Background: an optimization exercise with open tools, aiming at small area, a short achievable clock period and few clock cycles per item. Do not read the settings as production practice. At most, simulation tests tie the RTL to the original design; equivalence was not proved. No functional check of the RTL was part of runs 6 and 7. No activity file was given, so power comes from the tool's default toggle rates.

===== flow/run.sh =====
#!/bin/bash
# The standard layout with two changes, each tool's output in its own log:
#  - synthesis is the standard flow's own script (synth_recipe.tcl) run without ORFS's
#    adder extraction (ADDER_MAP_FILE empty), so ABC maps the whole logic,
#    and, if flow/abc.script exists, with that ABC script in place of
#    ORFS's; registers, flattening and renaming are as in the standard run
#  - flow/extra.mk adds ORFS settings to config.mk (port buffer cell, ...)
# The rest is the standard.sh, unchanged.
set -e
cat flow/extra.mk >> config.mk
{ head -1 synth_recipe.tcl; cat flow/abc_swap.tcl; tail -n +2 synth_recipe.tcl; } > my_synth.tcl
if [ -f flow/abc.script ]; then export FLOW_ABC_SCRIPT=$PWD/flow/abc.script; fi
bash standard.sh ADDER_MAP_FILE= SYNTH_SCRIPT=$PWD/my_synth.tcl synth > synth.log 2>&1
bash standard.sh > standard.log 2>&1

===== standard.sh =====
#!/bin/bash
# synth_recipe.tcl (not shown) runs the flow's synth.tcl, then flattens the netlist and writes it again
# the make line also repeats each setting of config.mk as NAME=value (left out here)
make -C /OpenROAD-flow-scripts/flow DESIGN_CONFIG=/design/flow/config.mk WORK_HOME=/design/flow/orfs CLKGATE_MAP_FILE= SYNTH_SCRIPT=/design/flow/synth_recipe.tcl "${@:-finish}"

===== flow/extra.mk =====
export BUFFER_PORTS_ARGS = -buffer_cell sky130_fd_sc_hd__buf_2

===== config.mk =====
export PLATFORM = sky130hd
export DESIGN_NAME = fp
export DESIGN_NICKNAME = fp
export VERILOG_FILES = /design/flow/design.v
export SDC_FILE = /design/flow/constraint.sdc
export NUM_CORES = 4
export LEC_CHECK = 0
export ABC_AREA = 1
export CAP_MARGIN = 20
export CORE_MARGIN = 2
export CORE_UTILIZATION = 40
export SLEW_MARGIN = 20
export BUFFER_PORTS_ARGS = -buffer_cell sky130_fd_sc_hd__buf_2

===== design.v =====
module fp(out,done,a,b,start,clk,rst);
input wire [9:0]a,b;
input wire start;
input wire clk,rst;
output wire [9:0]out;
output reg done;
wire [8:0] lt_b = ~a[8:0] & b[8:0];
wire [8:0] eq_b = ~(a[8:0] ^ b[8:0]);
wire lt87 = lt_b[8] | (eq_b[8] & lt_b[7]);  wire eq87 = eq_b[8] & eq_b[7];
wire lt65 = lt_b[6] | (eq_b[6] & lt_b[5]);  wire eq65 = eq_b[6] & eq_b[5];
wire lt43 = lt_b[4] | (eq_b[4] & lt_b[3]);  wire eq43 = eq_b[4] & eq_b[3];
wire lt21 = lt_b[2] | (eq_b[2] & lt_b[1]);  wire eq21 = eq_b[2] & eq_b[1];
wire lt85 = lt87 | (eq87 & lt65);           wire eq85 = eq87 & eq65;
wire lt41 = lt43 | (eq43 & lt21);           wire eq41 = eq43 & eq21;
wire lt40 = lt41 | (eq41 & lt_b[0]);        wire eq40 = eq41 & eq_b[0];
wire a_lt_b = lt85 | (eq85 & lt40);
wire a_eq_b = eq85 & eq40;
wire [3:0] ea = a[8:5], eb = b[8:5];
wire [3:0] bo_ab, bo_ba;    
assign bo_ab[0] = 1'b0;
assign bo_ab[1] = ~ea[0] & eb[0];
assign bo_ab[2] = (~ea[1] & eb[1]) | (eq_b[6] & bo_ab[1]);
assign bo_ab[3] = (~ea[2] & eb[2]) | (eq_b[7] & (~ea[1] & eb[1])) | (eq_b[7] & eq_b[6] & bo_ab[1]);
assign bo_ba[0] = 1'b0;
assign bo_ba[1] = ~eb[0] & ea[0];
assign bo_ba[2] = (~eb[1] & ea[1]) | (eq_b[6] & bo_ba[1]);
assign bo_ba[3] = (~eb[2] & ea[2]) | (eq_b[7] & (~eb[1] & ea[1])) | (eq_b[7] & eq_b[6] & bo_ba[1]);
wire [3:0] dab = ~eq_b[8:5] ^ bo_ab;
wire [3:0] dba = ~eq_b[8:5] ^ bo_ba;
wire [5:0] ma = {1'b1, a[4:0]};
wire [5:0] mb = {1'b1, b[4:0]};
wire sub = a[9] ^ b[9];
wire [5:0] mx = a_lt_b ? mb : ma;
wire [3:0] d = lt85 ? dba : dab;
wire [5:0] my = ((a_lt_b ? ma : mb) >> d) ^ {6{sub}};
wire [9:0] x = a_lt_b ? b : a;
reg [5:0] r_p;
reg [4:0] r_g;    
reg [3:0] r_e;
reg r_s, r_sub;
always @(posedge clk) begin
  r_p <= mx ^ my;
  r_g <= mx[4:0] & my[4:0];
  r_e <= x[8:5];
  r_s <= x[9];
  r_sub <= sub;
  if (rst) done <= 1'b0;
  else done <= start;
end
wire [5:0] p = r_p;
wire [5:0] g = {~r_p[5], r_g};
wire cin = r_sub;
wire g10 = g[1] | (p[1] & g[0]);           wire p10 = p[1] & p[0];
wire g32 = g[3] | (p[3] & g[2]);           wire p32 = p[3] & p[2];
wire g54 = g[5] | (p[5] & g[4]);           wire p54 = p[5] & p[4];
wire g0c = g[0] | (p[0] & cin);
wire c0 = cin;
wire c1 = g0c;
wire c2 = g10 | (p10 & cin);
wire c3 = g[2] | (p[2] & c2);
wire g30 = g32 | (p32 & g10);              wire p30 = p32 & p10;
wire c4 = g30 | (p30 & cin);
wire c5 = g[4] | (p[4] & c4);
wire c6 = g54 | (p54 & c4);
wire [6:0] mag = {c6 & ~r_sub, p ^ {c5, c4, c3, c2, c1, c0}};
wire h6 = mag[6];
wire h5 = ~mag[6] & mag[5];
wire h4 = ~mag[6] & ~mag[5] & mag[4];
wire h3 = ~|mag[6:4] & mag[3];
wire h2 = ~|mag[6:3] & mag[2];
wire h1 = ~|mag[6:2] & mag[1];
wire h0 = ~|mag[6:1];
wire [4:0] m = ({5{h6}} & mag[5:1])
             | ({5{h5}} & mag[4:0])
             | ({5{h4}} & {mag[3:0], 1'b0})
             | ({5{h3}} & {mag[2:0], 2'b0})
             | ({5{h2}} & {mag[1:0], 3'b0})
             | ({5{h1}} & {mag[0], 4'b0});
wire [3:0] adj = ({4{h6}} & 4'd1) | ({4{h4}} & 4'hf) | ({4{h3}} & 4'he)
               | ({4{h2}} & 4'hd) | ({4{h1}} & 4'hc) | ({4{h0}} & 4'hb);
wire [3:0] e = r_e + adj;
wire zero = r_sub & (&r_p);
assign out = zero ? 10'd0 : {r_s, e, m};
endmodule

===== flow/abc.script =====
strash
&get -n
&dch -f
&nf -R 1000
&put
topo
stime -c
buffer -c
upsize -c
dnsize -c

===== flow/abc_swap.tcl =====
# Map the combinational logic with the ABC script named by FLOW_ABC_SCRIPT
# instead of ORFS's; every other step of the synthesis is unchanged.
if {[info exists ::env(FLOW_ABC_SCRIPT)] && $::env(FLOW_ABC_SCRIPT) ne ""} {
  proc abc {args} {
    set i [lsearch -exact $args -script]
    if {$i >= 0} { set args [lreplace $args [expr {$i + 1}] [expr {$i + 1}] $::env(FLOW_ABC_SCRIPT)] }
    yosys abc {*}$args
  }
}

===== constraint.sdc =====
create_clock -name core_clock -period 8.0 [get_ports {clk}]
set_input_delay 1.6000 -clock core_clock [delete_from_list [all_inputs] [get_ports {clk}]]
set_output_delay 1.6000 -clock core_clock [all_outputs]
set_load 0.01 [all_outputs]

==> impl_metrics.yaml, run 1 <==
critical_path:
  cp.depth: 16
  crit_type: "reg -> out"
  worstPathCellList: "a21oi_1 -> nand2_1 -> nand3_1 -> nand2_1 -> a21oi_2 -> xor2_2 -> and2_1 -> nand3_1 -> o211a_1 -> nor2_4 -> nand2_1 -> a21o_1 -> o21ai_1 -> xnor2_1 -> nor2_1 -> buf_2"
  cp.buffers_inverters: 1
  setup.worst_path.end_class: "output pin"
  path_common_cell: "nand2_1"
  crit_path_top_delay_cell: "dfxtp_1"
  crit_fanout: 8
  startpoint_type: "register"
  cp_data_required_time_ns: 6.40
  slowest_delay_ns: 0.33
  path_delay_family: "simple AND/OR/NAND/NOR gates"
  cp_data_arrival_time_ns: 3.13
clock_tree:
  clock_sinks: 18
  clkTransAtPathRegs_ns: 0.06
  cts_buffer_depth: 2
  ctsResizeCount: 0
  cts_buffers: 3
  clockRootBuffer: "clkbuf_8"
  hold_buffers: 0
  cts_tree: "done"
  cts_max_level: 1
  cts_setup_buffers: 0
die:
  ios: 34
  die_h_um: 65.5
  rows: 22
  initial_core_util_pct: 41.3
  die-area_um2: 4290
  die_w_um: 65.5
  fp.coreArea_um2: 3660
layout:
  layout-drive-gt1-share_pct: 25.1
  nets: 239
  finalInstanceArea_um2: 1770
  final_common_cell: "buf_2"
  final_cell_mix: "buf_2, nor2_1, dfxtp_1"
  diodes: 0
  area_delta_synth_final_pct: 17.0
logic_synthesis:
  ys_types: 38
  synth_flop_cell: "dfxtp_1"
  ys_seq_area_share_pct: 23.8
  yosysTopAreaCell: "dfxtp_1"
  synth.top_cells.by_area: "dfxtp_1, mux2i_1, xnor2_1"
  syn_avg_cell_area_um2: 8.40
  syn_area_um2: 1510
  synth_seq_cells: 18
  synth_cells: 180
  async_flop_share_pct: 0
  yosys_warnings: 1
  synth_edf_count: 0
  syn_nets: 203
  synth_top_area_share_pct: 23.8
routing:
  drtIter0Drc: 25
  vias_per_cell: 4.98
  dr.pass1.iters: 5
  drt-total-wl_um: 2800
  vias: 1311
  drc: 0
  ant_nets: 0
  wl_per_cell_um: 10.7
global_route:
  grt_max_degree: 15
  grt_pass1_wl_um: 5210
  overflow: 0
  antenna_found_initial: 0
  grt_pass1_vias: 1237
  grt.total_usage_pct: 14.8
timing:
  setup_viol: 0
  max_freq_ghz: 0.212
  period_minus_slack_ns: 4.73
  rsz0062_at_grt: "no"
  slew_headroom_pct: 59.4
  fin_tns_setup_ns: 0
  final-max-slew-violation-count: 0
  whs_ns: 1.50
  hold_viol_final: 0
  fin_crit_sh_pct: 59.1
  worst_slew_pin_slew_ns: 0.608
status:
  status: "complete, no violations"
power:
  vdd_drop_max_mv: 0.0844
  p_leak_nw: 0.800
  p_per_area_nw_per_um2: 317
job:
  maxCapViolations: 0
hold_path:
  hp-start: "rst"
  min_path_type: "in -> reg"
  whs_endpoint: "done"
  whs_path_depth: 2
place:
  placed_area_um2: 1720
  portBuffers: 33
  hpwl_um: 2380
  place_congestion: 0.800
worst max path at each step:
stage / slack, ns / to / start
finish: 3.27 / out[8] / r_p[1]
global route: 2.89 / out[8] / r_p[1]
CTS: 3.23 / out[8] / r_sub
detailed placement: 3.50 / out[8] / r_sub
global placement: 3.50 / out[8] / r_sub
floorplan: 3.92 / out[8] / r_p[1]
per-stage QoR:
| step | setup WS [ns] | std cells | util, % | total power [mW] |
|---|---|---|---|---|
| floorplan | 3.92 | 180 | - | 0.409 |
| global placement | 3.50 | 259 | 46.9 | 0.495 |
| detailed placement | 3.50 | 259 | 46.9 | 0.494 |
| CTS | 3.23 | 263 | 48.4 | 0.567 |
| global route | 2.89 | 263 | 48.4 | 0.618 |
| finish | 3.27 | 263 | 48.4 | 0.561 |
power breakdown:
group / internal [mW] / total (mW) / switching, mW
combinational: 0.154 / 0.359 / 0.205
clock: 0.0436 / 0.0699 / 0.0263
sequential: 0.113 / 0.132 / 0.0192
flip-flops by register name, summed over array words and instances (netlist names):
name   flops
r_p        6
r_g        5
r_e        4
done       1
r_s        1
r_sub      1
Yosys cell counts, drive strengths merged, types with 2 or more instances:
library cell and instances:
mux2 4, nand2 11, dfxtp 18, nor2b 5, nand3 5, maj3 2, o22ai 3, o211ai 3
nand2b 9, xnor2 16, mux2i 16, a211oi 2, buf 2, o21ai 11, and2 3, inv 9
nor2 21, a21o 4, xor2 10, a21oi 14
layout make-up:
class / count / area (µm²)
flip-flops and latches: 18 / 360
fillers: 357 / 1890
clock buffers: 4 / 55.1
inverters: 9 / 33.8
well taps: 48 / 60.1
repair buffers: 33 / 165
multi-input cells: 151 / 1100
cell families after synthesis:
group           Yosys count  synth area share [%]
flops                    18                  23.8
mux                      21                  15.1
simple gates             58                  18.9
compound gates           44                  19.9
fa+ha+maj                 2                  1.49
xor+xnor                 26                  17.0
buf+inv                  11                  3.72
per-layer routing:
| layer | GRT usage, % | routed length [µm] | share of wire (%) | vias up |
|---|---|---|---|---|
| met3 | 0.514 | 105 | 3.7 | 2 |
| met2 | 25.9 | 1300 | 47 | 37 |
| met1 | 19.6 | 1380 | 49 | 566 |
| li1 | - | - | - | 706 |
| met5 | 0 | 0 | 0 | - |
| met4 | 4.69 | 14 | 0.50 | 0 |
Testbench counts, summed over its fixed seeds: cycles 24,000, items 24,000.
==> run 2: changes to the inputs <==
==> flow/extra.mk (replaced) <==
export BUFFER_PORTS_ARGS = -buffer_cell sky130_fd_sc_hd__buf_2
export SETUP_SLACK_MARGIN = 3.9
--- a/config.mk
+++ b/config.mk
@@ -12,2 +12,3 @@
 export SLEW_MARGIN = 20
 export BUFFER_PORTS_ARGS = -buffer_cell sky130_fd_sc_hd__buf_2
+export SETUP_SLACK_MARGIN = 3.9
==> impl_metrics.yaml, run 2 <==
status:
  status: "complete, no violations"
logic_synthesis:
  synth_xor_area_share_pct: 17.0
  syn_avg_cell_area_um2: 8.40
  ys_seq_area_share_pct: 23.8
  async_flop_share_pct: 0
  synth_flop_cell: "dfxtp_1"
  yosys_warnings: 1
  synthMuxAreaShare_pct: 15.1
  synth_seq_cells: 18
  syn_area_um2: 1510
  synth_top_family_by_area: "compound AO/OA/AOI/OAI gates"
  synthTopCellsByCount: "nor2_1, dfxtp_1, mux2i_1, a21oi_1, xnor2_1"
  yosysMostFrequentCell: "nor2_1"
  syn_nets: 203
  ys_types: 38
  yosys.area_share.simple_pct: 18.9
  yosysTopAreaCell: "dfxtp_1"
  synth_top_area_share_pct: 23.8
  synth_compound_area_share_pct: 19.9
  synthAdderAreaFrac_pct: 1.49
  synth.top_cells.by_area: "dfxtp_1, mux2i_1, xnor2_1"
  synth_cells: 180
  synth_edf_count: 0
place:
  pre_cts_ws_ns: 3.50
  portBuffers: 33
  place_congestion: 0.800
  hpwl_um: 2380
  place_inst: 259
clock_tree:
  clock_sinks: 18
  cts_tree: "done"
  clkTransAtPathRegs_ns: 0.06
  cts_buffer_depth: 2
  clockRootBuffer: "clkbuf_8"
  cts_buffers: 3
  cts_max_level: 1
routing:
  wl_met2_um: 1640
  drt-total-wl_um: 3220
  vias_per_cell: 4.94
  drtIter0Drc: 29
  drt-met1-wl_um: 1470
  routed.top_layer: "met4"
  wl_met3_um: 83
  ant_nets: 0
  dr.pass1.iters: 5
  drc: 0
  wl_per_cell_um: 11.3
  vias: 1402
timing:
  fin_tns_setup_ns: 0
  rsz0062_at_grt: "yes"
  finalWorstSetupSlack_ns: 3.77
  worst_slew_pin_slew_ns: 0.550
  period_minus_slack_ns: 4.23
  max_freq_ghz: 0.236
  setup_viol: 0
  final-max-slew-violation-count: 0
  hold_viol_final: 0
  slew_headroom_pct: 63.2
  whs_ns: 1.50
  fin_crit_sh_pct: 52.9
layout:
  n_fill_cell: 342
  nets: 260
  final_common_cell: "buf_2"
  diodes: 0
  utilization_pct: 55.0
  area_delta_synth_final_pct: 33.1
  final_cell_mix: "buf_2, buf_4, nor2_1"
  layout-drive-gt1-share_pct: 39.0
  top_register: "r_p"
  stdcell_count: 284
  reg.largest.list: "r_p (6), r_g (5), r_e (4)"
  largest_reg_flops: 6
power:
  p_per_area_nw_per_um2: 340
  vdd_drop_max_mv: 0.101
  p_leak_nw: 0.919
critical_path:
  cp_data_arrival_time_ns: 2.63
  path_delay_family: "compound AO/OA/AOI/OAI gates"
  crit_path_top_delay_cell: "dfxtp_1"
  cp_data_required_time_ns: 6.40
  slowest_delay_ns: 0.33
  cp.depth: 16
  crit_type: "reg -> out"
  cp-endpoint: "out[8]"
  cp.buffers_inverters: 2
  setup.worst_path.end_class: "output pin"
  worstPathCellList: "a21oi_2 -> nand2_2 -> nand3_2 -> nand2_4 -> a21oi_4 -> xor2_2 -> and2_4 -> buf_4 -> o21ai_1 -> xnor2_1 -> nand2_2 -> a21o_1 -> o21ai_1 -> xnor2_1 -> nor2_1 -> buf_2"
  crit_start: "r_g[0]"
  crit_fanout: 6
  startpoint_type: "register"
hold_path:
  min_path_type: "in -> reg"
  whs_path_depth: 2
die:
  die_h_um: 65.5
  fp.coreArea_um2: 3660
  die-area_um2: 4290
  die_w_um: 65.5
  initial_core_util_pct: 41.3
  ios: 34
  rows: 22
global_route:
  overflow: 0
  grt_pass1_vias: 1353
  antenna_found_initial: 0
  grt_pass1_wl_um: 5590
  grt.total_usage_pct: 15.9
  grt_max_degree: 15
job:
  maxCapViolations: 0
[run 2: changes by cell type in the layout (fill, tap and decap cells not counted), sizes merged]
cell / change
buf: +21
[run 2: per-stage QoR]
| step | power, mW | instance area (µm²) |
|---|---|---|
| 3_5_place_dp | 0.494 | 1720 |
| 2_1_floorplan | 0.409 | 1510 |
| 6_report | 0.684 | 2010 |
| 5_1_grt | 0.739 | 2010 |
| 3_3_place_gp | 0.495 | 1720 |
| 4_1_cts | 0.632 | 1910 |
[run 2: how the worst min path moves through the flow]
| stage | from | slack [ns] | to |
|---|---|---|---|
| finish | rst | 1.50 | done |
| global route | rst | 1.51 | done |
| CTS | rst | 1.50 | done |
| detailed placement | rst | 1.76 | done |
| global placement | rst | 1.75 | done |
| floorplan | rst | 1.67 | done |
[run 2: cell families after synthesis]
group	after synthesis
multiplexers	21
AO/OA/AOI/OAI	44
XOR/XNOR	26
adder cells (fa/ha/maj)	2
AND/OR/NAND/NOR	58
flip-flops	18
buffers and inverters	11
[run 2: power by group]
part	switching, mW	internal, mW
clock network	0.0263	0.0436
registers	0.0272	0.114
logic	0.243	0.229
total	0.296	0.387
[run 2: repair_timing]
item	CTS	global route
cloned	0	0
gates resized for setup	18	4
endpoints found under the setup margin	5	11
hold buffers	0	0
buffers inserted	10	11
pin swaps	10	2
[run 2: layout make-up]
cell class	instances	area, µm²	share of cell area, %
clock buffers	4	55.1	2.73
inverters	9	33.8	1.68
multi-input cells	151	1170	58.2
flip-flops and latches	18	367	18.2
well taps	48	60.1	2.98
repair buffers	54	327	16.2
[run 2: per-layer routing]
metal,up-vias,global-route usage [%]
met2,28,29.2
met5,-,0
li1,748,-
met4,0,5.47
met1,624,19.8
met3,2,0.514
==> run 3: changes to the inputs <==
==> flow/abc.script (replaced) <==
strash
balance
rewrite
refactor
balance
rewrite
rewrite -z
balance
refactor -z
rewrite -z
balance
dch -f
map -B 0.9
topo
stime -c
buffer -c
upsize -c
dnsize -c
==> flow/extra.mk (replaced) <==
export BUFFER_PORTS_ARGS = -buffer_cell sky130_fd_sc_hd__buf_2
export SETUP_SLACK_MARGIN = 4.2
--- a/config.mk
+++ b/config.mk
@@ -12,3 +12,3 @@
 export SLEW_MARGIN = 20
 export BUFFER_PORTS_ARGS = -buffer_cell sky130_fd_sc_hd__buf_2
-export SETUP_SLACK_MARGIN = 3.9
+export SETUP_SLACK_MARGIN = 4.2
==> impl_metrics.yaml, run 3 <==
global_route:
  overflow: 0
  grt_max_degree: 23
  grt_pass1_vias: 1595
  antenna_found_initial: 0
  grt.total_usage_pct: 16.0
  grt_pass1_wl_um: 6690
timing:
  fin_crit_sh_pct: 47.3
  slew_headroom_pct: 57.6
  finalWorstSetupSlack_ns: 4.22
  fin_tns_setup_ns: 0
  final-max-slew-violation-count: 0
  hold_viol_final: 0
  rsz0062_at_grt: "yes"
  worst_slew_pin_slew_ns: 0.633
  setup_viol: 0
  period_minus_slack_ns: 3.78
  max_freq_ghz: 0.264
place:
  pre_cts_ws_ns: 4.36
  place_congestion: 0.924
  hpwl_um: 3130
  portBuffers: 33
logic_synthesis:
  synth.top_cells.by_area: "dfxtp_1, nand2_1, inv_1"
  yosysMostFrequentCell: "nand2_1"
  syn_area_um2: 1770
  synth_compound_area_share_pct: 14.3
  syn_nets: 312
  yosys_warnings: 1
  synth_xor_area_share_pct: 6.09
  ys_seq_area_share_pct: 20.4
  yosys.area_share.simple_pct: 46.8
  synth_edf_count: 0
  syn_avg_cell_area_um2: 6.11
  synthMuxAreaShare_pct: 0.638
  synth_top_area_share_pct: 20.4
  async_flop_share_pct: 0
  synth_seq_cells: 18
  synth_top_family_by_area: "simple AND/OR/NAND/NOR gates"
  yosysTopAreaCell: "dfxtp_1"
  ys_types: 37
  synth_flop_cell: "dfxtp_1"
  synthAdderAreaFrac_pct: 0
  synth_cells: 289
  synthTopCellsByCount: "nand2_1, inv_1, nand3_1, nor2_1, dfxtp_1"
hold_path:
  hp-start: "rst"
  min_path_type: "in -> reg"
critical_path:
  crit_start: "r_sub"
  crit_type: "reg -> out"
  crit_fanout: 4
  cp_data_arrival_time_ns: 2.18
  startpoint_type: "register"
  cp_data_required_time_ns: 6.40
  cp-endpoint: "out[8]"
  setup.worst_path.end_class: "output pin"
layout:
  layout-drive-gt1-share_pct: 33.6
  nets: 357
  utilization_pct: 52.0
  n_fill_cell: 468
  largest_reg_flops: 6
  top_register: "r_p"
  reg.largest.list: "r_p (6), r_g (5), r_e (4)"
  final_common_cell: "nand2_1"
  area_delta_synth_final_pct: 26.4
  final_cell_mix: "nand2_1, inv_1, buf_2"
  diodes: 0
die:
  initial_core_util_pct: 41.1
  ios: 34
  die_w_um: 70.4
  rows: 24
  die-area_um2: 4960
  die_h_um: 70.4
  fp.coreArea_um2: 4290
routing:
  drc: 0
  drtIter0Drc: 60
  ant_nets: 0
  vias_per_cell: 4.78
  vias: 1841
  dr.pass1.iters: 4
  wl_per_cell_um: 10.2
  drt-total-wl_um: 3930
clock_tree:
  cts_tree: "done"
  cts_buffer_depth: 2
  clockRootBuffer: "clkbuf_8"
  clkTransAtPathRegs_ns: 0.06
  cts_buffers: 3
  clock_sinks: 18
  cts_max_level: 1
job:
  maxCapViolations: 0
status:
  status: "complete, no violations"
power:
  p_per_area_nw_per_um2: 255
  p_leak_nw: 1.23
  vdd_drop_max_mv: 0.0719
run 3: changes by cell type in the layout (fill, tap and decap cells not counted), moves of 6 or more:
cell,change
inv_2,+6
mux2i_1,-16
inv_1,+35
buf_4,-11
nand2b_1,-9
nand2_2,+16
a21oi_1,-7
nand2_4,+8
xnor2_1,-11
nand3_1,+28
nor2_2,+6
nand2_1,+64
run 3: layout make-up:
type,instances,area (µm²),share of cell area [%]
clock buffer,4,55.1,2.47
timing repair buffer,42,233,10.4
inverter,50,188,8.41
sequential,18,373,16.7
multi-input combinational,219,1320,59.1
tap,52,65.1,2.92
run 3: per-layer routing:
metal | track usage (%) | vias up | share of wire (%)
met5 | 0 | - | 0
met4 | 4.91 | 0 | 1.1
met3 | 1.01 | 4 | 2.4
met2 | 28.7 | 35 | 52
met1 | 20.3 | 791 | 45
li1 | - | 1011 | -
run 3: stage by stage:
stage / cell area, µm² / power [mW] / hold slack (ns) / std cells
final: 2230 / 0.570 / 1.50 / 385
after global routing: 2230 / 0.623 / 1.51 / 385
after CTS: 2140 / 0.534 / 1.49 / 382
after detailed placement: 1980 / 0.424 / 1.76 / 372
after global placement: 1980 / 0.424 / 1.75 / 372
after floorplan: 1770 / 0.351 / 1.67 / 289
run 3: how the worst min path moves through the flow:
stage               slack (ns)  endpoint  depth (start not counted)
floorplan                 1.67      done                          1
global placement          1.75      done                          2
detailed placement        1.76      done                          2
CTS                       1.49      done                          2
global route              1.51      done                          2
finish                    1.50      done                          2
run 3: what timing repair did:
item	in CTS	in global routing
setup buffers	6	3
hold buffers	0	0
setup endpoints to repair	3	6
gates resized for setup	18	21
pin swaps	3	11
run 3: where the power goes:
part	internal, mW	total (mW)	switching, mW
sequential	0.110	0.127	0.0172
combinational	0.153	0.373	0.220
clock	0.0436	0.0695	0.0260
run 3: kinds of logic (layout without fill, tap and decap cells):
kind of cell,Yosys count,count (layout)
muxes,1,1
buffers and inverters,52,96
xor gates and xnor gates,9,9
DFF,18,18
and+or+nand+nor,171,171
AOI/OAI and AO/OA,38,38
run 3: critical path, cell delays in order (launching register included):
cell and delay (ns):
dfxtp_4 0.36, nand3_4 0.09, nand3_4 0.12, nand2_4 0.12
nand2_4 0.05, nand2_4 0.08, nand2_2 0.05, nand2_2 0.08
nand2_4 0.07, nor2_4 0.15, nand2_2 0.10, nand2_2 0.09
nand2_4 0.06, and2_1 0.15, o21ai_2 0.06, nand3_1 0.08
nand2_1 0.06, nor2_1 0.04, buf_2 0.13
==> run 4: changes to the inputs <==
==> flow/extra.mk (replaced) <==
export BUFFER_PORTS_ARGS = -buffer_cell sky130_fd_sc_hd__buf_2
--- a/config.mk
+++ b/config.mk
@@ -12,3 +12,2 @@
 export SLEW_MARGIN = 20
 export BUFFER_PORTS_ARGS = -buffer_cell sky130_fd_sc_hd__buf_2
-export SETUP_SLACK_MARGIN = 4.2
==> impl_metrics.yaml, run 4 <==
logic_synthesis:
  yosysMostFrequentCell: "nand2_1"
  synthTopCellsByCount: "nand2_1, inv_1, nand3_1, nor2_1, dfxtp_1"
  ys_types: 37
  synth_cells: 289
  async_flop_share_pct: 0
  yosys_warnings: 1
  syn_avg_cell_area_um2: 6.11
  synth.top_cells.by_area: "dfxtp_1, nand2_1, inv_1"
  syn_nets: 312
  yosysTopAreaCell: "dfxtp_1"
  synth_top_area_share_pct: 20.4
  syn_area_um2: 1770
  synth_flop_cell: "dfxtp_1"
  synth_seq_cells: 18
  synth_edf_count: 0
  ys_seq_area_share_pct: 20.4
global_route:
  grt_max_degree: 23
  grt_pass1_wl_um: 6370
  grt_pass1_vias: 1525
  grt.total_usage_pct: 15.2
  overflow: 0
  antenna_found_initial: 0
critical_path:
  startpoint_type: "register"
  worstPathCellList: "nand2_1 -> inv_1 -> nor2_1 -> xor2_1 -> nand2_1 -> o21ai_0 -> nand2_1 -> nand3_2 -> nand2_1 -> o21ai_1 -> nand2_1 -> nand2_1 -> nor2_1 -> buf_2"
  cp_data_required_time_ns: 6.40
  crit_type: "reg -> out"
  setup.worst_path.end_class: "output pin"
  path_common_cell: "nand2_1"
  cp_data_arrival_time_ns: 2.29
  crit_fanout: 5
  crit_path_top_delay_cell: "dfxtp_1"
  slowest_delay_ns: 0.42
hold_path:
  hp-start: "rst"
  min_path_type: "in -> reg"
  whs_path_depth: 2
  whs_endpoint: "done"
place:
  hpwl_um: 3130
  portBuffers: 33
  place_congestion: 0.924
layout:
  final_common_cell: "nand2_1"
  diodes: 0
  reg.largest.list: "r_p (6), r_g (5), r_e (4)"
  final_cell_mix: "nand2_1, inv_1, buf_2"
  layout-drive-gt1-share_pct: 24.1
  largest_reg_flops: 6
  top_register: "r_p"
  area_delta_synth_final_pct: 15.0
  nets: 348
die:
  die_w_um: 70.4
  rows: 24
  ios: 34
  die_h_um: 70.4
  initial_core_util_pct: 41.1
  fp.coreArea_um2: 4290
  die-area_um2: 4960
clock_tree:
  hold_buffers: 0
  cts_buffer_depth: 2
  clockRootBuffer: "clkbuf_8"
  cts_tree: "done"
  cts_setup_buffers: 0
  clkTransAtPathRegs_ns: 0.06
  cts_buffers: 3
  clock_sinks: 18
  cts_max_level: 1
  ctsResizeCount: 0
timing:
  rsz0062_at_grt: "no"
  period_minus_slack_ns: 3.89
  worst_slew_pin_slew_ns: 0.636
  fin_tns_setup_ns: 0
  slew_headroom_pct: 57.4
  hold_viol_final: 0
  whs_ns: 1.50
  final-max-slew-violation-count: 0
  fin_crit_sh_pct: 48.6
  setup_viol: 0
  max_freq_ghz: 0.257
routing:
  vias: 1781
  wl_per_cell_um: 9.57
  drc: 0
  ant_nets: 0
  dr.pass1.iters: 4
  drt-total-wl_um: 3600
  vias_per_cell: 4.74
  drtIter0Drc: 27
job:
  maxCapViolations: 0
power:
  p_leak_nw: 1.15
  p_per_area_nw_per_um2: 242
  vdd_drop_max_mv: 0.0606
status:
  status: "complete, no violations"
[run 4: changes by cell type in the layout (fill, tap and decap cells not counted), sizes merged]
| cell | change |
|---|---|
| buf | -9 |
[run 4: metal layers]
layer	track usage [%]	routed length, µm	share of wire [%]	up-vias
met5	0	0	0	-
met4	4.06	21	0.58	0
met3	1.01	94	2.6	2
met2	26.9	1770	49	29
met1	19.8	1720	48	756
li1	-	-	-	994
[run 4: cells by family (layout without fill, tap and decap cells)]
kind of cell | count (synthesis) | after routing | synth area share, %
flip-flops | 18 | 18 | 20.4
AO/OA/AOI/OAI | 38 | 38 | 14.3
buffers and inverters | 52 | 87 | 11.8
multiplexers | 1 | 1 | 0.638
AND/OR/NAND/NOR | 171 | 171 | 46.8
XOR/XNOR | 9 | 9 | 6.09
[run 4: worst max-delay path, delay by kind of cell (launching register included)]
kind | cells | cell delay (ns)
DFF | 1 | 0.42
buffers and inverters | 2 | 0.21
AOI/OAI and AO/OA | 2 | 0.37
and+or+nand+nor | 9 | 0.76
xor gates and xnor gates | 1 | 0.31
[run 4: cell type report]
class / instances / area, µm²
Multi-Input combinational cell: 219 / 1200
Fill cell: 481 / 2260
Inverter: 50 / 188
Sequential cell: 18 / 360
Clock buffer: 4 / 55.1
Tap cell: 52 / 65.1
Timing Repair Buffer: 33 / 165
[run 4: worst max-delay path by stage]
stage	from	endpoint	slack, ns
floorplan	r_p[0]	out[8]	4.66
global placement	r_p[0]	out[7]	4.36
detailed placement	r_p[0]	out[7]	4.36
CTS	r_p[0]	out[7]	4.09
global route	r_p[0]	out[7]	3.76
finish	r_p[0]	out[7]	4.11
[run 4: metrics by stage]
step                instance area [µm²]  power, mW  worst slack, ns  util [%]  instances
global route                       2030      0.545             3.76      47.3        376
detailed placement                 1980      0.424             4.36      46.0        372
CTS                                2030      0.496             4.09      47.3        376
finish                             2030      0.491             4.11      47.3        376
floorplan                          1770      0.351             4.66         -        289
global placement                   1980      0.424             4.36      46.0        372
[run 4: power breakdown]
part | switching (mW) | internal (mW) | total, mW
Sequential | 0.0125 | 0.107 | 0.120
Combinational | 0.186 | 0.115 | 0.301
Clock | 0.0260 | 0.0436 | 0.0696
==> run 5: changes to the inputs <==
==> flow/extra.mk (replaced) <==
export BUFFER_PORTS_ARGS = -buffer_cell sky130_fd_sc_hd__buf_2
export CTS_ARGS = -repair_clock_nets -buf_list sky130_fd_sc_hd__clkbuf_16 -root_buf sky130_fd_sc_hd__clkbuf_16
--- a/config.mk
+++ b/config.mk
@@ -12,2 +12,3 @@
 export SLEW_MARGIN = 20
 export BUFFER_PORTS_ARGS = -buffer_cell sky130_fd_sc_hd__buf_2
+export CTS_ARGS = -repair_clock_nets -buf_list sky130_fd_sc_hd__clkbuf_16 -root_buf sky130_fd_sc_hd__clkbuf_16
==> impl_metrics.yaml, run 5 <==
logic_synthesis:
  synth_top_family_by_area: "simple AND/OR/NAND/NOR gates"
  synth_top_area_share_pct: 20.4
  yosys.area_share.simple_pct: 46.8
  synth.top_cells.by_area: "dfxtp_1, nand2_1, inv_1"
  yosys_warnings: 1
  async_flop_share_pct: 0
  syn_area_um2: 1770
  synth_xor_area_share_pct: 6.09
  synthTopCellsByCount: "nand2_1, inv_1, nand3_1, nor2_1, dfxtp_1"
  ys_types: 37
  synth_cells: 289
  synthAdderAreaFrac_pct: 0
  syn_avg_cell_area_um2: 6.11
  synthMuxAreaShare_pct: 0.638
  synth_flop_cell: "dfxtp_1"
  synth_edf_count: 0
  synth_seq_cells: 18
  synth_compound_area_share_pct: 14.3
  syn_nets: 312
  yosysMostFrequentCell: "nand2_1"
  ys_seq_area_share_pct: 20.4
  yosysTopAreaCell: "dfxtp_1"
hold_path:
  whs_path_depth: 2
  min_path_type: "in -> reg"
  hp-start: "rst"
  whs_endpoint: "done"
timing:
  worst_slew_pin_slew_ns: 0.633
  hold_viol_final: 0
  finalWorstSetupSlack_ns: 4.11
  slew_headroom_pct: 57.7
  max_freq_ghz: 0.257
  period_minus_slack_ns: 3.89
  setup_viol: 0
  rsz0062_at_grt: "no"
  fin_tns_setup_ns: 0
  final-max-slew-violation-count: 0
  fin_crit_sh_pct: 48.6
critical_path:
  cp.buffers_inverters: 2
  worstPathCellList: "nand2_1 -> inv_1 -> nor2_1 -> xor2_1 -> nand2_1 -> o21ai_0 -> nand2_1 -> nand3_2 -> nand2_1 -> o21ai_1 -> nand2_1 -> nand2_1 -> nor2_1 -> buf_2"
  slowest_delay_ns: 0.41
  setup.worst_path.end_class: "output pin"
  path_delay_family: "simple AND/OR/NAND/NOR gates"
  cp_data_required_time_ns: 6.40
  startpoint_type: "register"
  crit_type: "reg -> out"
  cp_data_arrival_time_ns: 2.29
  path_common_cell: "nand2_1"
  crit_path_top_delay_cell: "dfxtp_1"
  crit_fanout: 5
layout:
  nets: 348
  area_delta_synth_final_pct: 16.4
  regArea_um2: 360
  utilization_pct: 47.8
  largest_reg_flops: 6
  reg.largest.list: "r_p (6), r_g (5), r_e (4)"
  n_fill_cell: 481
  diodes: 0
  top_register: "r_p"
  multi_input_area_um2: 1200
  layout-drive-gt1-share_pct: 23.8
  final_cell_mix: "nand2_1, inv_1, buf_2"
  final_common_cell: "nand2_1"
clock_tree:
  clkTransAtPathRegs_ns: 0.05
  cts_tree: "done"
  cts_max_level: 1
  hold_buffers: 0
  cts_buffer_depth: 2
  clock_sinks: 18
  clockRootBuffer: "clkbuf_16"
  cts_setup_buffers: 0
  ctsResizeCount: 0
  cts_buffers: 3
routing:
  vias_per_cell: 4.76
  drtIter0Drc: 35
  wl_per_cell_um: 9.68
  ant_nets: 0
  vias: 1790
  drc: 0
  dr.pass1.iters: 4
  drt-total-wl_um: 3640
place:
  place_congestion: 0.924
  portBuffers: 33
  pre_cts_ws_ns: 4.36
  hpwl_um: 3130
die:
  ios: 34
  die_h_um: 70.4
  rows: 24
  initial_core_util_pct: 41.1
  die_w_um: 70.4
  fp.coreArea_um2: 4290
  die-area_um2: 4960
global_route:
  grt.total_usage_pct: 15.6
  overflow: 0
  grt_max_degree: 23
  antenna_found_initial: 0
  grt_pass1_vias: 1532
  grt_pass1_wl_um: 6440
status:
  status: "complete, no violations"
job:
  maxCapViolations: 0
power:
  power.total_mw: 0.518
  p_per_area_nw_per_um2: 252
  vdd_drop_max_mv: 0.0836
  p_leak_nw: 1.16
==> run 5: cell counts after synthesis <==
No cell type changed its count.
==> run 5: worst max-delay path by stage <==
stage                 from     end  slack [ns]  cells after the start
detailed placement  r_p[0]  out[7]        4.36                     14
floorplan           r_p[0]  out[8]        4.66                     15
global placement    r_p[0]  out[7]        4.36                     14
CTS                 r_p[0]  out[7]        4.10                     14
finish              r_p[0]  out[7]        4.11                     14
global route        r_p[0]  out[7]        3.77                     14
==> run 5: where the power goes <==
part | switching (mW) | total [mW] | internal [mW] | leakage, nW
Combinational | 0.186 | 0.301 | 0.115 | 0.973
Sequential | 0.0125 | 0.120 | 0.108 | 0.151
Clock | 0.0304 | 0.0966 | 0.0663 | 0.0385
==> run 5: cell type report <==
class / count / share of cell area [%]
multi-input cells: 219 / 58.3
flip-flops and latches: 18 / 17.5
inverters: 50 / 9.14
repair buffers: 33 / 8.04
clock buffers: 3 / 3.65
well taps: 52 / 3.17
clock inverters: 1 / 0.183
==> run 5: logic make-up after synthesis <==
group                  count (synthesis)
XOR/XNOR                               9
buffers and inverters                 52
AO/OA/AOI/OAI                         38
AND/OR/NAND/NOR                      171
flip-flops                            18
multiplexers                           1
==> run 5: through the flow <==
stage | hold slack (ns) | area (µm²) | instances
global route | 1.51 | 2050 | 376
finish | 1.50 | 2050 | 376
floorplan | 1.67 | 1770 | 289
detailed placement | 1.76 | 1980 | 372
global placement | 1.75 | 1980 | 372
CTS | 1.50 | 2050 | 376
==> run 5: metal layers <==
metal / vias up / track usage, % / routed length [µm]
met5: - / 0 / 0
met2: 29 / 27.0 / 1750
met1: 763 / 20.0 / 1730
met4: 0 / 5.98 / 53
met3: 4 / 1.01 / 100
li1: 994 / - / -
==> run 6: changes to the inputs <==
--- a/design.v
+++ b/design.v
@@ -35,20 +35,7 @@
 wire [5:0] my = ((a_lt_b ? ma : mb) >> d) ^ {6{sub}};
 wire [9:0] x = a_lt_b ? b : a;
-reg [5:0] r_p;
-reg [4:0] r_g;    
-reg [3:0] r_e;
-reg r_s, r_sub;
-always @(posedge clk) begin
-  r_p <= mx ^ my;
-  r_g <= mx[4:0] & my[4:0];
-  r_e <= x[8:5];
-  r_s <= x[9];
-  r_sub <= sub;
-  if (rst) done <= 1'b0;
-  else done <= start;
-end
-wire [5:0] p = r_p;
-wire [5:0] g = {~r_p[5], r_g};
-wire cin = r_sub;
+wire [5:0] p = mx ^ my;
+wire [5:0] g = mx & my;
+wire cin = sub;
 wire g10 = g[1] | (p[1] & g[0]);           wire p10 = p[1] & p[0];
 wire g32 = g[3] | (p[3] & g[2]);           wire p32 = p[3] & p[2];
@@ -63,5 +50,14 @@
 wire c5 = g[4] | (p[4] & c4);
 wire c6 = g54 | (p54 & c4);
-wire [6:0] mag = {c6 & ~r_sub, p ^ {c5, c4, c3, c2, c1, c0}};
+reg [6:0] mag;
+reg [3:0] r_e;
+reg r_s;
+always @(posedge clk) begin
+  mag <= {c6 & ~sub, p ^ {c5, c4, c3, c2, c1, c0}};
+  r_e <= x[8:5];
+  r_s <= x[9];
+  if (rst) done <= 1'b0;
+  else done <= start;
+end
 wire h6 = mag[6];
 wire h5 = ~mag[6] & mag[5];
@@ -80,5 +76,5 @@
                | ({4{h2}} & 4'hd) | ({4{h1}} & 4'hc) | ({4{h0}} & 4'hb);
 wire [3:0] e = r_e + adj;
-wire zero = r_sub & (&r_p);
+wire zero = ~|mag;
 assign out = zero ? 10'd0 : {r_s, e, m};
 endmodule
--- a/flow/abc.script
+++ b/flow/abc.script
@@ -1,2 +1,15 @@
+strash
+balance
+rewrite
+refactor
+balance
+rewrite
+rewrite -z
+balance
+refactor -z
+rewrite -z
+balance
+dch -f
+map -B 0.9
 strash
 balance
==> flow/extra.mk (replaced) <==
export BUFFER_PORTS_ARGS = -buffer_cell sky130_fd_sc_hd__buf_2
--- a/config.mk
+++ b/config.mk
@@ -12,3 +12,2 @@
 export SLEW_MARGIN = 20
 export BUFFER_PORTS_ARGS = -buffer_cell sky130_fd_sc_hd__buf_2
-export CTS_ARGS = -repair_clock_nets -buf_list sky130_fd_sc_hd__clkbuf_16 -root_buf sky130_fd_sc_hd__clkbuf_16
==> impl_metrics.yaml, run 6 <==
layout:
  area_delta_synth_final_pct: 16.1
  diodes: 0
  reg.largest.list: "mag (7), r_e (4)"
  largest_reg_flops: 7
  top_register: "mag"
  nets: 338
  layout-drive-gt1-share_pct: 21.7
  final_common_cell: "nand2_1"
  final_cell_mix: "nand2_1, inv_1, nand3_1"
  finalInstanceArea_um2: 1830
  stdcell_count: 362
critical_path:
  cp_data_required_time_ns: 6.40
  crit_type: "reg -> out"
  path_common_cell: "nor2_1"
  worstPathCellList: "nor2_1 -> nand3_1 -> nand3_1 -> nand2_1 -> nor2_1 -> nor2_1 -> or2_2 -> and3_1 -> nor3_1 -> buf_2"
  crit_fanout: 8
  cp_data_arrival_time_ns: 2.43
  slowest_delay_ns: 0.44
  crit_path_top_delay_cell: "nor2_1"
  startpoint_type: "register"
  setup.worst_path.end_class: "output pin"
power:
  p_int_mw: 0.226
  pwr-share-clk_pct: 12.7
  vdd_drop_max_mv: 0.0762
  swShare_pct: 47.4
  p_leak_nw: 1.06
  power.switching_mw: 0.204
  p_seq_share_pct: 24.2
  p_per_area_nw_per_um2: 234
  combPwrFrac_pct: 63.1
clock_tree:
  cts_max_level: 1
  ctsResizeCount: 0
  clockRootBuffer: "clkbuf_8"
  cts_buffer_depth: 2
  hold_buffers: 0
  cts_buffers: 3
  cts_setup_buffers: 0
  cts_tree: "done"
  clkTransAtPathRegs_ns: 0.05
  clock_sinks: 13
place:
  hpwl_um: 3000
  placed_area_um2: 1790
  place_congestion: 0.880
  pre_cts_ws_ns: 4.12
  portBuffers: 33
  place_inst: 358
die:
  initial_core_util_pct: 42.4
  fp.coreArea_um2: 3720
  die_w_um: 66.8
  die-area_um2: 4460
  rows: 22
  ios: 34
  die_h_um: 66.8
timing:
  final-max-slew-violation-count: 0
  worst_slew_pin_slew_ns: 0.709
  period_minus_slack_ns: 4.03
  fin_tns_setup_ns: 0
  max_freq_ghz: 0.248
  setup_viol: 0
  whs_ns: 1.52
  finalWorstSetupSlack_ns: 3.97
  hold_viol_final: 0
  fin_crit_sh_pct: 50.4
  slew_headroom_pct: 52.4
  rsz0062_at_grt: "no"
logic_synthesis:
  async_flop_share_pct: 0
  synth_cells: 279
  synth_edf_count: 0
  syn_avg_cell_area_um2: 5.65
  synth.top_cells.by_area: "nand2_1, dfxtp_1, nand3_1"
  syn_area_um2: 1580
  synth_flop_cell: "dfxtp_1"
  syn_nets: 302
  ys_seq_area_share_pct: 16.5
  synth_top_area_share_pct: 21.7
  ys_types: 34
  yosys_warnings: 1
  yosysTopAreaCell: "nand2_1"
  yosysMostFrequentCell: "nand2_1"
  synthTopCellsByCount: "nand2_1, inv_1, nand3_1, nor2_1, o21ai_0"
  synth_seq_cells: 13
routing:
  wl_per_cell_um: 9.64
  vias_per_cell: 4.68
  drt-total-wl_um: 3490
  ant_nets: 0
  drtIter0Drc: 44
  drc: 0
  vias: 1694
  dr.pass1.iters: 4
global_route:
  overflow: 0
  antenna_found_initial: 0
  grt.total_usage_pct: 18.0
  grt_pass1_vias: 1539
  grt_pass1_wl_um: 6330
  grt_max_degree: 23
status:
  status: "complete, no violations"
job:
  maxCapViolations: 0
hold_path:
  whs_endpoint: "done"
  hp-start: "rst"
  whs_path_depth: 2
  min_path_type: "in -> reg"
==> run 6: cell type report <==
type	instances	area [µm²]
Fill cell	440	1890
Multi-Input combinational cell	218	1130
Sequential cell	13	260
Inverter	46	173
Timing Repair Buffer	33	165
Tap cell	48	60.1
Clock buffer	4	45.0
==> run 6: kinds of logic after synthesis <==
kind of cell	count (synthesis)	synth area share [%]
buf+inv	48	12.0
compound gates	28	10.4
flops	13	16.5
xor+xnor	9	5.00
simple gates	180	55.4
mux	1	0.714
==> run 6: metrics by stage <==
| stage | util, % | total power, mW |
|---|---|---|
| global placement | 48.0 | 0.377 |
| global route | 49.3 | 0.480 |
| floorplan | - | 0.304 |
| finish | 49.3 | 0.429 |
| detailed placement | 48.0 | 0.376 |
| CTS | 49.3 | 0.432 |
==> run 6: worst max path at each step <==
stage / from / slack, ns / cells past startpoint / to
after floorplan: mag[6] / 4.53 / 9 / out[8]
after global placement: a[5] / 4.13 / 19 / mag[6]
after detailed placement: a[5] / 4.12 / 19 / mag[6]
after CTS: mag[6] / 3.99 / 10 / out[8]
after global routing: mag[6] / 3.70 / 10 / out[8]
final: mag[6] / 3.97 / 10 / out[8]
==> run 6: metal layers <==
metal / up-vias / part of all wire, % / global-route usage (%)
met5: - / 0 / 0
met4: 0 / 0.89 / 5.87
met3: 2 / 2.4 / 1.52
met2: 24 / 48 / 33.4
met1: 711 / 49 / 21.7
li1: 957 / - / -
==> run 6: power by group through the flow <==
| stage | combinational [mW] | sequential (mW) | clock [mW] |
|---|---|---|---|
| 6_report | 0.271 | 0.104 | 0.0545 |
| 3_5_place_dp | 0.272 | 0.104 | 0 |
| 4_1_cts | 0.272 | 0.103 | 0.0566 |
| 5_1_grt | 0.311 | 0.108 | 0.0606 |
| 2_1_floorplan | 0.205 | 0.0993 | 0 |
| 3_3_place_gp | 0.272 | 0.105 | 0 |
==> run 6: worst max-delay path, delay by kind of cell (launching register included) <==
family,cells,cell delay [ns]
AND/OR/NAND/NOR,9,1.69
flip-flops,1,0.35
buffers and inverters,1,0.15
==> run 7: changes to the inputs <==
==> flow/abc.script (replaced) <==
strash
dch
map -B 0.9
topo
stime -c
buffer -c
upsize -c
dnsize -c
strash
dch
map -B 0.9
topo
stime -c
buffer -c
upsize -c
dnsize -c
==> impl_metrics.yaml, run 7 <==
logic_synthesis:
  synthMuxAreaShare_pct: 0.683
  synth_cells: 295
  synth_seq_cells: 13
  syn_area_um2: 1650
  yosys_warnings: 1
  ys_types: 30
  async_flop_share_pct: 0
  synth_top_area_share_pct: 19.6
  yosysMostFrequentCell: "nand2_1"
  syn_nets: 318
  synth_top_family_by_area: "simple AND/OR/NAND/NOR gates"
  synthAdderAreaFrac_pct: 0
  ys_seq_area_share_pct: 15.8
  synth_compound_area_share_pct: 13.6
  yosysTopAreaCell: "nand2_1"
  yosys.area_share.simple_pct: 53.0
  syn_avg_cell_area_um2: 5.59
  synth.top_cells.by_area: "nand2_1, dfxtp_1, nand3_1"
  synth_xor_area_share_pct: 5.31
  synth_flop_cell: "dfxtp_1"
  synthTopCellsByCount: "nand2_1, inv_1, nand3_1, nor2_1, o21ai_0"
  synth_edf_count: 0
timing:
  slew_headroom_pct: 44.4
  final-max-slew-violation-count: 0
  period_minus_slack_ns: 3.97
  hold_viol_final: 0
  max_freq_ghz: 0.252
  fin_tns_setup_ns: 0
  worst_slew_pin_slew_ns: 0.828
  rsz0062_at_grt: "no"
  fin_crit_sh_pct: 49.7
  setup_viol: 0
layout:
  area_delta_synth_final_pct: 15.6
  reg.largest.list: "mag (7), r_e (4)"
  nets: 354
  n_fill_cell: 423
  largest_reg_flops: 7
  layout-drive-gt1-share_pct: 21.5
  finalInstanceArea_um2: 1910
  final_cell_mix: "nand2_1, inv_1, nand3_1"
  top_register: "mag"
  diodes: 0
  final_common_cell: "nand2_1"
power:
  p_per_area_nw_per_um2: 241
  p_leak_nw: 1.08
  power.total_mw: 0.459
  vdd_drop_max_mv: 0.0693
job:
  maxCapViolations: 0
routing:
  drc: 0
  ant_nets: 0
  drt-total-wl_um: 3720
  vias_per_cell: 4.72
  wl_per_cell_um: 9.80
  dr.pass1.iters: 4
  vias: 1792
  drtIter0Drc: 54
hold_path:
  whs_path_depth: 2
  whs_endpoint: "done"
  hp-start: "rst"
  min_path_type: "in -> reg"
place:
  placed_area_um2: 1860
  hpwl_um: 3190
  portBuffers: 33
  place_congestion: 0.905
critical_path:
  cp_data_required_time_ns: 6.40
  cp_data_arrival_time_ns: 2.37
  crit_fanout: 4
  slowest_delay_ns: 0.33
  crit_type: "reg -> out"
  path_common_cell: "nor2_1"
  setup.worst_path.end_class: "output pin"
  crit_path_top_delay_cell: "dfxtp_1"
  startpoint_type: "register"
  worstPathCellList: "nor2_1 -> inv_1 -> nor2_1 -> inv_1 -> nor2_1 -> inv_1 -> o2111ai_1 -> nand2_1 -> o21ai_0 -> nand2_1 -> nand2_1 -> xor2_1 -> nor2_1 -> buf_2"
clock_tree:
  clockRootBuffer: "clkbuf_8"
  cts_buffers: 3
  cts_max_level: 1
  clock_sinks: 13
  ctsResizeCount: 0
  cts_setup_buffers: 0
  hold_buffers: 0
  cts_tree: "done"
  clkTransAtPathRegs_ns: 0.05
  cts_buffer_depth: 2
global_route:
  grt_pass1_vias: 1674
  grt_max_degree: 23
  grt.total_usage_pct: 18.3
  overflow: 0
  grt_pass1_wl_um: 6640
  antenna_found_initial: 0
die:
  die-area_um2: 4650
  die_h_um: 68.2
  rows: 23
  die_w_um: 68.2
  fp.coreArea_um2: 3970
  ios: 34
  initial_core_util_pct: 41.5
status:
  status: "complete, no violations"
-- run 7: cell count changes in the layout (fill, tap and decap cells not counted), sizes merged, moves of 3 or more --
| cell | change |
|---|---|
| o22ai | +4 |
| a21oi | +5 |
| nand2 | -8 |
| nand3b | -3 |
| nor2 | +18 |
-- run 7: critical path: cells and delay by family, from the launching register on --
kind | cells | cell delay [ns]
DFF | 1 | 0.33
and+or+nand+nor | 7 | 0.81
buffers and inverters | 4 | 0.39
AOI/OAI and AO/OA | 2 | 0.47
xor gates and xnor gates | 1 | 0.14
-- run 7: stage by stage --
stage | utilization (%) | hold slack (ns) | setup slack, ns | instances
2_1_floorplan | - | 1.67 | 4.52 | 295
3_3_place_gp | 46.8 | 1.75 | 4.06 | 376
3_5_place_dp | 46.8 | 1.76 | 4.03 | 376
4_1_cts | 48.0 | 1.50 | 4.01 | 380
5_1_grt | 48.0 | 1.51 | 3.68 | 380
6_report | 48.0 | 1.51 | 4.03 | 380
-- run 7: area by class of cell --
cell class,count,area (µm²),area share (%)
clock buffer,4,45.0,2.36
tap,50,62.6,3.28
timing repair buffer,33,165,8.67
inverter,47,176,9.26
sequential,13,260,13.7
multi-input combinational,233,1200,62.8
-- run 7: where the power goes --
part | switching, mW | internal (mW) | total, mW
Combinational | 0.186 | 0.116 | 0.302
Sequential | 0.0161 | 0.0849 | 0.101
Clock | 0.0206 | 0.0350 | 0.0556
-- run 7: worst max path at each step --
| stage | startpoint | to | slack [ns] | depth (start not counted) |
|---|---|---|---|---|
| floorplan | b[7] | mag[4] | 4.52 | 22 |
| global placement | b[7] | mag[4] | 4.06 | 22 |
| detailed placement | b[7] | mag[4] | 4.03 | 22 |
| CTS | mag[5] | out[8] | 4.01 | 14 |
| global route | mag[5] | out[8] | 3.68 | 14 |
| finish | mag[5] | out[8] | 4.03 | 14 |
-- run 7: cell families after synthesis --
kind of cell / Yosys count
xor+xnor: 10
buf+inv: 49
mux: 1
simple gates: 184
compound gates: 38
flops: 13
-- run 7: routing by layer --
metal / vias to the layer above / global-route usage (%) / share of wire (%)
met5: - / 0 / 0
met4: 0 / 7.00 / 0.78
met3: 2 / 0.822 / 4.8
met2: 44 / 34.2 / 49
met1: 741 / 21.8 / 46
li1: 1005 / - / -
==> run 8: changes to the inputs <==
--- a/design.v
+++ b/design.v
@@ -73,7 +73,13 @@
              | ({5{h2}} & {mag[1:0], 3'b0})
              | ({5{h1}} & {mag[0], 4'b0});
-wire [3:0] adj = ({4{h6}} & 4'd1) | ({4{h4}} & 4'hf) | ({4{h3}} & 4'he)
-               | ({4{h2}} & 4'hd) | ({4{h1}} & 4'hc) | ({4{h0}} & 4'hb);
-wire [3:0] e = r_e + adj;
+wire [3:0] ep1 = r_e + 4'd1;
+wire [3:0] em1 = r_e - 4'd1;
+wire [3:0] em2 = r_e - 4'd2;
+wire [3:0] em3 = r_e - 4'd3;
+wire [3:0] em4 = r_e - 4'd4;
+wire [3:0] em5 = r_e - 4'd5;
+wire [3:0] e = ({4{h6}} & ep1) | ({4{h5}} & r_e) | ({4{h4}} & em1)
+             | ({4{h3}} & em2) | ({4{h2}} & em3) | ({4{h1}} & em4)
+             | ({4{h0}} & em5);
 wire zero = ~|mag;
 assign out = zero ? 10'd0 : {r_s, e, m};
==> impl_metrics.yaml, run 8 <==
status:
  status: "complete, no violations"
logic_synthesis:
  yosysMostFrequentCell: "nand2_1"
  synth_compound_area_share_pct: 17.8
  syn_nets: 332
  synth_edf_count: 0
  synth_flop_cell: "dfxtp_1"
  syn_area_um2: 1680
  yosys_warnings: 1
  synth_cells: 309
  synthAdderAreaFrac_pct: 0
  synth_seq_cells: 13
  synthTopCellsByCount: "nand2_1, inv_1, nand3_1, nor2_1, o21ai_0"
  synth_xor_area_share_pct: 3.66
  yosysTopAreaCell: "nand2_1"
  syn_avg_cell_area_um2: 5.42
  ys_seq_area_share_pct: 15.5
  synthMuxAreaShare_pct: 0.672
  synth_top_area_share_pct: 20.8
  ys_types: 32
  async_flop_share_pct: 0
  synth.top_cells.by_area: "nand2_1, dfxtp_1, nand3_1"
  yosys.area_share.simple_pct: 49.0
  synth_top_family_by_area: "simple AND/OR/NAND/NOR gates"
routing:
  drt-total-wl_um: 4100
  drc: 0
  vias: 1935
  dr.pass1.iters: 5
  wl_per_cell_um: 10.4
  vias_per_cell: 4.91
  drtIter0Drc: 125
  ant_nets: 0
critical_path:
  setup.worst_path.end_class: "register"
  crit_path_top_delay_cell: "nor2_4"
  slowest_delay_ns: 0.18
  path_delay_family: "simple AND/OR/NAND/NOR gates"
  startpoint_type: "primary input"
  worstPathCellList: "buf_2 -> nand2_2 -> inv_1 -> nor2_4 -> nand2_2 -> nor2_4 -> nand2_4 -> nand2_4 -> nand2_1 -> nand3_1 -> nand3_1 -> nand2_1 -> nand2_2 -> nand2_1 -> nand2_1 -> nand2_1 -> nand2_1 -> nor2_2 -> nand2_2 -> nand2_2 -> nand2_1 -> xor2_1"
  cp_data_required_time_ns: 8.11
  crit_type: "in -> reg"
  path_common_cell: "nand2_1"
  cp_data_arrival_time_ns: 3.86
  crit_fanout: 22
  cp.buffers_inverters: 2
layout:
  nets: 368
  diodes: 0
  n_fill_cell: 468
  reg.largest.list: "mag (7), r_e (4)"
  largest_reg_flops: 7
  final_common_cell: "nand2_1"
  area_delta_synth_final_pct: 15.1
  multi_input_area_um2: 1190
  regArea_um2: 260
  final_cell_mix: "nand2_1, inv_1, nand3_1"
  top_register: "mag"
  utilization_pct: 47.9
  layout-drive-gt1-share_pct: 20.1
  finalInstanceArea_um2: 1930
timing:
  worst_slew_pin_slew_ns: 0.710
  setup_viol: 0
  fin_tns_setup_ns: 0
  hold_viol_final: 0
  rsz0062_at_grt: "no"
  fin_crit_sh_pct: 46.8
  slew_headroom_pct: 52.3
  max_freq_ghz: 0.267
  period_minus_slack_ns: 3.75
  final-max-slew-violation-count: 0
die:
  rows: 23
  die_h_um: 68.7
  die-area_um2: 4720
  die_w_um: 68.7
  initial_core_util_pct: 41.6
  fp.coreArea_um2: 4030
  ios: 34
power:
  p_leak_nw: 1.10
  vdd_drop_max_mv: 0.0651
  power.total_mw: 0.428
  power.switching_mw: 0.208
  pwr-share-clk_pct: 12.8
  swShare_pct: 48.6
  p_seq_share_pct: 23.5
  p_per_area_nw_per_um2: 222
  combPwrFrac_pct: 63.8
  p_int_mw: 0.220
place:
  portBuffers: 33
  placed_area_um2: 1880
  hpwl_um: 3450
  place_congestion: 0.870
global_route:
  antenna_found_initial: 0
  grt_pass1_vias: 1665
  grt.total_usage_pct: 18.9
  grt_max_degree: 23
  grt_pass1_wl_um: 7000
  overflow: 0
clock_tree:
  clockRootBuffer: "clkbuf_8"
  hold_buffers: 0
  cts_buffers: 3
  cts_max_level: 1
  cts_setup_buffers: 0
  clock_sinks: 13
  ctsResizeCount: 0
  cts_buffer_depth: 2
  clkTransAtPathRegs_ns: 0.05
  cts_tree: "done"
hold_path:
  hp-start: "rst"
  whs_endpoint: "done"
  min_path_type: "in -> reg"
  whs_path_depth: 2
job:
  maxCapViolations: 0
-- run 8: cell count changes after synthesis, sizes merged, moves of 2 or more --
| cell | change |
|---|---|
| nand2 | +10 |
| nor3 | +4 |
| nand3 | -4 |
| o221ai | +2 |
| a2111oi | +2 |
| o21bai | -2 |
| inv | +7 |
| or2 | -2 |
| nor2 | -9 |
| o21ai | +4 |
| xor2 | -2 |
| nor3b | -2 |
| a21oi | +4 |
-- run 8: cell type report --
type / instances / area share, %
multi-input cells: 240 / 61.8
well taps: 50 / 3.24
inverters: 54 / 10.5
flip-flops and latches: 13 / 13.5
clock buffers: 4 / 2.34
repair buffers: 33 / 8.57
-- run 8: logic make-up (layout without fill, tap and decap cells) --
family,Yosys count,in the layout
DFF,13,13
xor gates and xnor gates,7,7
and+or+nand+nor,182,182
buffers and inverters,56,91
muxes,1,1
AOI/OAI and AO/OA,50,50
-- run 8: power by group through the flow --
| stage | Clock [mW] | Combinational (mW) | Sequential [mW] |
|---|---|---|---|
| 6_report | 0.0546 | 0.273 | 0.100 |
| 2_1_floorplan | 0 | 0.205 | 0.0969 |
| 4_1_cts | 0.0566 | 0.272 | 0.100 |
| 5_1_grt | 0.0600 | 0.311 | 0.103 |
| 3_3_place_gp | 0 | 0.273 | 0.101 |
| 3_5_place_dp | 0 | 0.272 | 0.102 |
-- run 8: per-layer routing --
metal  wire length (µm)  track usage [%]  up-vias
met5                  0                0        -
met4                 30             4.41        0
met3                201             1.46        2
met2               1990             34.1       55
met1               1870             24.3      815
li1                   -                -     1063
-- run 8: stage by stage --
step	hold WS [ns]	setup WS, ns	std cells
2_1_floorplan	1.67	4.50	309
3_3_place_gp	1.76	4.06	390
3_5_place_dp	1.76	4.04	390
4_1_cts	1.51	4.29	394
5_1_grt	1.52	3.90	394
6_report	1.52	4.25	394
-- run 8: worst max-delay path by stage --
| stage | slack, ns | cells after the start | startpoint | endpoint |
|---|---|---|---|---|
| final | 4.25 | 22 | b[5] | mag[4] |
| after global routing | 3.90 | 25 | a[6] | mag[5] |
| after CTS | 4.29 | 22 | b[5] | mag[4] |
| after detailed placement | 4.04 | 22 | b[5] | mag[4] |
| after global placement | 4.06 | 19 | b[5] | mag[5] |
| after floorplan | 4.50 | 23 | a[5] | mag[4] |
Testbench counts of run 8, summed over its fixed seeds: cycles 24,000, items 24,000.
==> run 9: changes to the inputs <==
==> flow/abc.script (replaced) <==
strash
balance
rewrite
refactor
balance
rewrite
rewrite -z
balance
refactor -z
rewrite -z
balance
balance
rewrite
refactor
balance
rewrite
rewrite -z
balance
refactor -z
rewrite -z
balance
dch -f
map -B 0.9
topo
stime -c
buffer -c
upsize -c
dnsize -c
==> impl_metrics.yaml, run 9 <==
routing:
  vias_per_cell: 4.90
  drc: 0
  drt-total-wl_um: 4080
  ant_nets: 0
  wl_per_cell_um: 10.5
  vias: 1900
  drtIter0Drc: 45
  dr.pass1.iters: 4
power:
  power.switching_mw: 0.209
  vdd_drop_max_mv: 0.0615
  swShare_pct: 48.4
  p_seq_share_pct: 23.8
  p_per_area_nw_per_um2: 218
  p_int_mw: 0.223
  p_leak_nw: 1.10
  combPwrFrac_pct: 63.5
  pwr-share-clk_pct: 12.7
critical_path:
  cp_data_arrival_time_ns: 2.03
  cp_data_required_time_ns: 6.40
  crit_fanout: 7
  setup.worst_path.end_class: "output pin"
  crit_type: "reg -> out"
  startpoint_type: "register"
timing:
  setup_viol: 0
  period_minus_slack_ns: 3.63
  max_freq_ghz: 0.275
  hold_viol_final: 0
  worst_slew_pin_slew_ns: 0.593
  fin_tns_setup_ns: 0
  rsz0062_at_grt: "no"
  finalWorstSetupSlack_ns: 4.37
  whs_ns: 1.52
  final-max-slew-violation-count: 0
  fin_crit_sh_pct: 45.4
  slew_headroom_pct: 60.2
global_route:
  antenna_found_initial: 0
  grt_max_degree: 23
  grt_pass1_vias: 1796
  grt.total_usage_pct: 17.6
  grt_pass1_wl_um: 7330
  overflow: 0
clock_tree:
  ctsResizeCount: 0
  cts_buffers: 3
  clock_sinks: 13
  cts_max_level: 1
  hold_buffers: 0
  clockRootBuffer: "clkbuf_8"
  clkTransAtPathRegs_ns: 0.05
  cts_buffer_depth: 2
  cts_tree: "done"
  cts_setup_buffers: 0
layout:
  top_register: "mag"
  final_common_cell: "nand2_1"
  diodes: 0
  largest_reg_flops: 7
  n_fill_cell: 491
  layout-drive-gt1-share_pct: 22.5
  area_delta_synth_final_pct: 14.7
  utilization_pct: 48.4
  final_cell_mix: "nand2_1, inv_1, buf_2"
  nets: 362
  reg.largest.list: "mag (7), r_e (4)"
logic_synthesis:
  synth_top_area_share_pct: 19.4
  yosysTopAreaCell: "nand2_1"
  syn_area_um2: 1720
  async_flop_share_pct: 0
  synth_cells: 303
  syn_avg_cell_area_um2: 5.69
  synth.top_cells.by_area: "nand2_1, dfxtp_1, inv_1"
  syn_nets: 326
  ys_seq_area_share_pct: 15.1
  ys_types: 35
  yosysMostFrequentCell: "nand2_1"
  synth_edf_count: 0
  synth_seq_cells: 13
  yosys_warnings: 1
  synth_flop_cell: "dfxtp_1"
  synthTopCellsByCount: "nand2_1, inv_1, nand3_1, o21ai_0, nor2_1"
die:
  ios: 34
  rows: 23
  fp.coreArea_um2: 4090
  die_w_um: 69.6
  die_h_um: 69.6
  die-area_um2: 4850
  initial_core_util_pct: 42.2
place:
  pre_cts_ws_ns: 4.14
  place_congestion: 0.866
  hpwl_um: 3490
  portBuffers: 33
job:
  maxCapViolations: 0
status:
  status: "complete, no violations"
hold_path:
  min_path_type: "in -> reg"
==> run 9: cell type report <==
cell class,instances,area [µm²],share of cell area [%]
timing repair buffer,33,165,8.35
tap,50,62.6,3.16
clock buffer,4,45.0,2.28
multi-input combinational,233,1240,62.6
inverter,55,206,10.4
sequential,13,260,13.2
==> run 9: path summary, 6_finish.rpt <==
check             cells after the start      to   start  slack [ns]
hold / removal                        2    done     rst        1.52
setup / recovery                     10  out[8]  mag[6]        4.37
==> run 9: kinds of logic (layout without fill, tap and decap cells) <==
| group | count (synthesis) | in the layout | share of synthesized area [%] |
|---|---|---|---|
| AO/OA/AOI/OAI | 44 | 44 | 14.7 |
| XOR/XNOR | 10 | 10 | 5.08 |
| flip-flops | 13 | 13 | 15.1 |
| AND/OR/NAND/NOR | 178 | 178 | 51.3 |
| buffers and inverters | 57 | 92 | 13.1 |
| multiplexers | 1 | 1 | 0.654 |
==> run 9: power by group through the flow <==
stage | clock network (mW) | logic [mW] | registers (mW)
after floorplan | 0 | 0.205 | 0.0996
after global placement | 0 | 0.272 | 0.104
after detailed placement | 0 | 0.274 | 0.104
after CTS | 0.0565 | 0.275 | 0.103
after global routing | 0.0607 | 0.313 | 0.107
final | 0.0548 | 0.274 | 0.103
==> run 9: metrics by stage <==
stage	cell area (µm²)	instances	power, mW
after floorplan	1720	303	0.305
after global placement	1930	384	0.376
after detailed placement	1930	384	0.378
after CTS	1980	388	0.434
after global routing	1980	388	0.480
final	1980	388	0.431
==> run 9: worst max-delay path, cell delays in order, from the launching register on <==
cell	delay [ns]
dfxtp_1	0.36
nor2_1	0.12
inv_1	0.06
nor4_1	0.36
inv_1	0.19
o21ai_0	0.11
a21oi_1	0.06
o21ai_0	0.16
o31ai_1	0.09
a21oi_1	0.15
buf_2	0.15
==> run 9: metal layers <==
metal  part of all wire [%]  GRT usage, %
met2                     51          32.3
met3                    2.3         0.727
met5                      0             0
met4                   0.66          5.77
met1                     46          21.9

[re-timing with driven ports]
How much do the figures lean on ideal ports? The routed layouts below were timed once more, with nothing changed but the port constraints. Step 1 sets driving cells, clkbuf_16 on the clock port and buf_2 on the other inputs (assumed; they add their load-dependent delay and slew). Step 2 also shifts input and output timing later by t, the mid clock arrival at the registers, as if the neighbouring blocks saw the same clock. Three values: ideal, step 1, step 2; two values: the first two.
run	t (ns)	slack for setup (ns)	worst setup path after step 2	latest minus earliest clock arrival (ns)	slew at the worst register clock pin (ns)
run 1	0.262	3.274 / 3.256 / 3.518	register to output	0.004 / 0.004	0.06 / 0.06
run 2	0.262	3.771 / 3.753 / 3.818	input to register	0.004 / 0.004	0.06 / 0.06
run 3	0.264	4.217 / 4.196 / 4.460	register to output	0.001 / 0.001	0.06 / 0.06
run 4	0.264	4.110 / 4.089 / 4.353	register to output	0.002 / 0.001	0.06 / 0.06
run 5	0.271	4.111 / 4.084 / 4.355	register to output	0.002 / 0.002	0.05 / 0.05
run 6	0.257	3.965 / 3.940 / 4.110	input to register	0.001 / 0.001	0.05 / 0.05
run 7	0.257	4.025 / 4.003 / 4.034	input to register	0.002 / 0.003	0.05 / 0.05
run 8	0.256	4.252 / 4.258 / 4.003	input to register	0.003 / 0.003	0.05 / 0.05
run 9	0.254	4.369 / 4.348 / 4.127	input to register	0.003 / 0.003	0.05 / 0.05
After both steps every run listed still meets setup and hold. For run 8, which loses most, drivers alone change the setup slack by +0.006 ns; drivers and shift together by -0.249 ns.
